Context: an optimization exercise on an open-source flow, tuned for small area and a short achievable clock period. The choices shown serve that exercise and are no tape-out recipe.
At most, simulation tests tie the RTL to the original design; equivalence was not proved.
Power figures rest on the tool's default switching activity, not on a simulated workload.

==> inputs of zinc <==
## ALU_TOP
module ALU_TOP (
input wire signed [15:0] A,
input wire signed [15:0] B,
input wire [3:0] ALU_FUNC,
input wire CLK,
input wire RST,
output reg signed [31:0] Arith_OUT,
output reg [15:0] Logic_OUT,
output reg [1:0] CMP_OUT,
output reg [16:0] SHIFT_OUT,
output reg Arith_Flag, Logic_Flag, CMP_Flag, SHIFT_Flag
	);
Settings: LEC_CHECK=0, ABC_AREA=1, CAP_MARGIN=20, CORE_MARGIN=2, CORE_UTILIZATION=40, SLEW_MARGIN=20; clock period 95.0 ns.
standard.sh (not shown) runs the stock make flow with config.mk's settings and CLKGATE_MAP_FILE= SYNTH_SCRIPT=/design/flow/synth_recipe.tcl, a recipe that flattens the netlist after the stock synthesis.
==> flow/flow/run.sh <==
#!/bin/bash
# The standard layout (standard.sh) with three changes:
#  - synthesis is the standard synthesis with ABC's mapping script replaced by
#    flow/abc.script (flow/synth.tcl); the registers are the standard synthesis's;
#  - every port is buffered by the smallest buffer cell instead of the one buffer_ports
#    picks by default;
#  - repair_timing aims for 41 ns of setup slack (SETUP_SLACK_MARGIN) instead of 0, so the
#    resizer upsizes the critical path; the clock and constraints stay the design's.
# Each tool's output lands in the ORFS logs under orfs/logs/; make's own output goes to
# standard_flow.log in this folder.
set -euo pipefail
bash standard.sh "SYNTH_SCRIPT=$PWD/flow/synth.tcl" \
  "BUFFER_PORTS_ARGS=-buffer_cell sky130_fd_sc_hd__buf_1" \
  SETUP_SLACK_MARGIN=41 finish > standard_flow.log 2>&1
==> flow/flow/abc.script <==
strash
dch
map -a
topo
stime -c
==> flow/flow/synth.tcl <==
# The standard synthesis (synth_recipe.tcl in the work folder), with ABC's mapping script
# replaced by flow/abc.script. Only the combinational mapping changes; the registers are the
# standard synthesis's.
set my_flow_dir [file dirname [file normalize [info script]]]
proc abc {args} {
  set i [lsearch -exact $args -script]
  if {$i >= 0} { lset args [expr {$i + 1}] [file join $::my_flow_dir abc.script] }
  yosys abc {*}$args
}
source [file join [file dirname $my_flow_dir] synth_recipe.tcl]
==> sierra: changes against zinc <==
==> flow/flow/run.sh (replaced) <==
#!/bin/bash
# The standard layout (standard.sh) with three changes:
#  - synthesis is the standard synthesis with ABC's mapping script replaced by
#    flow/abc.script (flow/synth.tcl); the registers are the standard synthesis's;
#  - every port is buffered by the smallest buffer cell instead of the one buffer_ports
#    picks by default;
#  - repair_timing aims for 44 ns of setup slack (SETUP_SLACK_MARGIN) instead of 0, so the
#    resizer upsizes the critical path; the clock and constraints stay the design's.
# Each tool's output lands in the ORFS logs under orfs/logs/; make's own output goes to
# standard_flow.log in this folder.
set -euo pipefail
bash standard.sh "SYNTH_SCRIPT=$PWD/flow/synth.tcl" \
  "BUFFER_PORTS_ARGS=-buffer_cell sky130_fd_sc_hd__buf_1" \
  SETUP_SLACK_MARGIN=44 finish > standard_flow.log 2>&1
Settings changed: CORE_UTILIZATION 40 to 60.
==> cedar: changes against zinc <==
==> flow/flow/run.sh (replaced) <==
#!/bin/bash
# The standard layout (standard.sh) with three changes:
#  - synthesis is the standard synthesis with ABC's mapping script replaced by
#    flow/abc.script (flow/synth.tcl); the registers are the standard synthesis's;
#  - every port is buffered by the smallest buffer cell instead of the one buffer_ports
#    picks by default;
#  - repair_timing aims for 44 ns of setup slack (SETUP_SLACK_MARGIN) instead of 0, so the
#    resizer upsizes the critical path; the clock and constraints stay the design's.
# Each tool's output lands in the ORFS logs under orfs/logs/; make's own output goes to
# standard_flow.log in this folder.
set -euo pipefail
bash standard.sh "SYNTH_SCRIPT=$PWD/flow/synth.tcl" \
  "BUFFER_PORTS_ARGS=-buffer_cell sky130_fd_sc_hd__buf_1" \
  SETUP_SLACK_MARGIN=44 finish > standard_flow.log 2>&1
==> flow/flow/abc.script (replaced) <==
strash
dch
map -B 0.9
topo
stime -c
==> comparison table <==
Post-Route Utilization: cedar 46.2%; zinc 45.5%; sierra 69.3%
Initial DRC Count: cedar 1,175; zinc 965; sierra 1,398
Xor and xnor fraction of the mapped netlist area: cedar 15.4%; zinc 15.7%; sierra 15.7%
Worst endpoint data arrival time: cedar 48.64 ns; zinc 50.82 ns; sierra 49.05 ns
Final WS setup: cedar 46.56 ns; zinc 44.40 ns; sierra 46.18 ns
LEAKAGE: cedar 7.66 nW; zinc 7.21 nW; sierra 7.39 nW
Shortest period the worst path allows: cedar 48.44 ns; zinc 50.60 ns; sierra 48.82 ns
Bufs and invs on worst path: cedar 24; zinc 21; sierra 19
Post-layout net count: cedar 2,522; zinc 2,391; sierra 2,411
HPWL Detailed: cedar 39,600 um; zinc 38,100 um; sierra 36,400 um
Standard-cell row count: cedar 71; zinc 70; sierra 57
Max VDD drop: cedar 0.0352 mV; zinc 0.0344 mV; sierra 0.0384 mV
Run status: cedar complete, no violations; zinc complete, no violations; sierra complete, no violations
Post-CTS setup buffer count: cedar 0; zinc 0; sierra 3
Timing endpoint of the critical path: cedar Arith_OUT[31]; zinc Arith_OUT[30]; sierra Arith_OUT[17]
Total of plain and repair buffers excluding clock buffers: cedar 152; zinc 158; sierra 174
Internal Pwr Total: cedar 0.188 mW; zinc 0.181 mW; sierra 0.191 mW
Die Outline Area: cedar 39,900 um^2; zinc 38,500 um^2; sierra 25,900 um^2
Tapcell count: cedar 511; zinc 468; sierra 324
Combinational gate power: cedar 0.311 mW; zinc 0.307 mW; sierra 0.324 mW
Sequential fraction of the synthesis area: cedar 11.6%; zinc 12.0%; sierra 12.0%
Worst-path clk slew: cedar 0.07 ns; zinc 0.06 ns; sierra 0.07 ns
Final cycle utilization of the critical path: cedar 51.0%; zinc 53.3%; sierra 51.4%
Worst-margin pin slew: cedar 1.00 ns; zinc 0.945 ns; sierra 0.998 ns
Total via count in the routed design: cedar 15.5k; zinc 14.6k; sierra 15.1k
Fill cells: cedar 3,791; zinc 3,699; sierra 2,100

* * *

==> job 3885 <==
ALU_TOP again, from the RTL that the note above started with.
==> flow/config.mk <==
export PLATFORM = sky130hd
export DESIGN_NAME = ALU_TOP
export DESIGN_NICKNAME = ALU_TOP
export VERILOG_FILES = /design/flow/design.v
export SDC_FILE = /design/flow/constraint.sdc
export NUM_CORES = 4
export LEC_CHECK = 0
export ABC_AREA = 1
export CAP_MARGIN = 20
export CORE_MARGIN = 2
export CORE_UTILIZATION = 40
export SLEW_MARGIN = 20
==> flow/constraint.sdc <==
create_clock -name core_clock -period 95.0 [get_ports {CLK}]
set_input_delay 19.0000 -clock core_clock [delete_from_list [all_inputs] [get_ports {CLK}]]
set_output_delay 19.0000 -clock core_clock [all_outputs]
set_load 0.01 [all_outputs]
==> flow/flow/run.sh <==
#!/bin/bash
# The standard layout (standard.sh) with two changes:
#  - synthesis is the standard synthesis with ABC's mapping script replaced by
#    flow/abc.script (flow/synth.tcl); the registers are the standard synthesis's;
#  - every port is buffered by the smallest buffer cell instead of the one buffer_ports
#    picks by default.
# Each tool's output lands in the ORFS logs under orfs/logs/; make's own output goes to
# standard_flow.log in this folder.
set -euo pipefail
bash standard.sh "SYNTH_SCRIPT=$PWD/flow/synth.tcl" \
  "BUFFER_PORTS_ARGS=-buffer_cell sky130_fd_sc_hd__buf_1" finish > standard_flow.log 2>&1
==> flow/flow/abc.script <==
strash
dch
map -B 0.9
topo
stime -c
Scripts as last shown in full above: flow/flow/synth.tcl
==> job 3745 (differences from job 3885) <==
--- a/flow/design.v
+++ b/flow/design.v
@@ -1075,33 +1075,36 @@
 wire [15:0] d0;
 wire [16:0] c0;
 wire [16:0] t0 = {1'b0, x0} + {1'b0, Bx[15:0]} + ci;
 assign d0 = t0[15:0];
 assign c0[16] = t0[16];
 assign q[0] = c0[16];
 wire sq = sa ^ sb;
-wire [16:0] qn;
-assign qn[0] = q[0];
-assign qn[1] = q[1] ^ (sq & (|q[0:0]));
-assign qn[2] = q[2] ^ (sq & (|q[1:0]));
-assign qn[3] = q[3] ^ (sq & (|q[2:0]));
-assign qn[4] = q[4] ^ (sq & (|q[3:0]));
-assign qn[5] = q[5] ^ (sq & (|q[4:0]));
-assign qn[6] = q[6] ^ (sq & (|q[5:0]));
-assign qn[7] = q[7] ^ (sq & (|q[6:0]));
-assign qn[8] = q[8] ^ (sq & (|q[7:0]));
-assign qn[9] = q[9] ^ (sq & (|q[8:0]));
-assign qn[10] = q[10] ^ (sq & (|q[9:0]));
-assign qn[11] = q[11] ^ (sq & (|q[10:0]));
-assign qn[12] = q[12] ^ (sq & (|q[11:0]));
-assign qn[13] = q[13] ^ (sq & (|q[12:0]));
-assign qn[14] = q[14] ^ (sq & (|q[13:0]));
-assign qn[15] = q[15] ^ (sq & (|q[14:0]));
-assign qn[16] = sq & (|q);
-assign Q = qn;
+wire [15:0] qh = {1'b0, q[15:1]};
+wire [15:0] qneg;
+assign qneg[0] = qh[0];
+assign qneg[1] = qh[1] ^ (|qh[0:0]);
+assign qneg[2] = qh[2] ^ (|qh[1:0]);
+assign qneg[3] = qh[3] ^ (|qh[2:0]);
+assign qneg[4] = qh[4] ^ (|qh[3:0]);
+assign qneg[5] = qh[5] ^ (|qh[4:0]);
+assign qneg[6] = qh[6] ^ (|qh[5:0]);
+assign qneg[7] = qh[7] ^ (|qh[6:0]);
+assign qneg[8] = qh[8] ^ (|qh[7:0]);
+assign qneg[9] = qh[9] ^ (|qh[8:0]);
+assign qneg[10] = qh[10] ^ (|qh[9:0]);
+assign qneg[11] = qh[11] ^ (|qh[10:0]);
+assign qneg[12] = qh[12] ^ (|qh[11:0]);
+assign qneg[13] = qh[13] ^ (|qh[12:0]);
+assign qneg[14] = qh[14] ^ (|qh[13:0]);
+assign qneg[15] = qh[15] ^ (|qh[14:0]);
+wire [15:0] h0 = sq ? qneg : qh;
+wire [15:0] h1 = qh ^ {16{sq}};
+assign Q[16:1] = q[0] ? h1 : h0;
+assign Q[0] = q[0];
 endmodule
 module ALU_ADDSUB (
   input  wire [15:0] A,
   input  wire [15:0] B,
   input  wire SUB,
   output wire [16:0] S    
 );
==> flow/flow/run.sh (replaced) <==
#!/bin/bash
# The standard layout (standard.sh) with three changes:
#  - synthesis is the standard synthesis with ABC's mapping script replaced by
#    flow/abc.script (flow/synth.tcl); the registers are the standard synthesis's;
#  - every port is buffered by the smallest buffer cell instead of the one buffer_ports
#    picks by default;
#  - repair_timing aims for 44 ns of setup slack (SETUP_SLACK_MARGIN) instead of 0, so the
#    resizer upsizes the critical path; the clock and constraints stay the design's.
# Each tool's output lands in the ORFS logs under orfs/logs/; make's own output goes to
# standard_flow.log in this folder.
set -euo pipefail
bash standard.sh "SYNTH_SCRIPT=$PWD/flow/synth.tcl" \
  "BUFFER_PORTS_ARGS=-buffer_cell sky130_fd_sc_hd__buf_1" \
  SETUP_SLACK_MARGIN=44 finish > standard_flow.log 2>&1
==> flow/flow/abc.script (replaced) <==
strash
dch
map -a
topo
stime -c
==> summary of the runs <==
- In job 3745 the non-clock buffer count is higher than in job 3885, by 30.
- Against job 3885, the synthesized cell count of job 3745 is smaller by 4.6%.
- In job 3885 the final area is lower than in job 3745, by 0.53%.
- Worst hold slack: job 3885 is better than job 3745 (0.017 ns).
- Of job 3885 and job 3745, job 3745 has the higher core utilization (gap 1.3 points).
- In flip-flop and latch count, job 3745 and job 3885 do not differ.
- In job 3885 the cell count is higher than in job 3745, by 4.0%.
- Sequential share of layout area: job 3885 is higher than job 3745 (0.055 points).
- In job 3885 the setup slack is worse than in job 3745, by 6.0 ns.
- Against job 3885, the clock power of job 3745 is lower by about 5%.
The RTL of job 3745 was laid out without a check of its function.

what the ideal ports hide:
The flow's constraints put no driver on any port. The routed layouts listed below were extracted and timed again, unchanged, in two steps.
Step 1 assumes that a clkbuf_16 drives the clock port and a buf_2 every other input.
Step 2 also shifts input and output timing later by t, the mid clock arrival at the registers, as if the neighbouring blocks saw the same clock.
Slacks: ideal ports / drivers / drivers and shift; pairs: ideal ports / drivers.
run | t (ns) | setup slack, ns | hold slack, ns
zinc | 0.394 | 44.395 / 44.383 / 43.990 | 18.879 / 18.858 / 19.251
sierra | 0.397 | 46.180 / 46.151 / 45.754 | 18.838 / 18.817 / 19.213
cedar | 0.407 | 46.563 / 46.589 / 46.182 | 18.894 / 18.867 / 19.274
job 3885 | 0.408 | 40.911 / 40.939 / 40.531 | 18.895 / 18.868 / 19.277
job 3745 | 0.392 | 46.899 / 46.923 / 46.531 | 18.878 / 18.856 / 19.248
After both steps setup and hold are still met in every run listed. The setup slack of sierra, which loses most, moves by -0.029 ns with the drivers and by -0.426 ns with both steps.
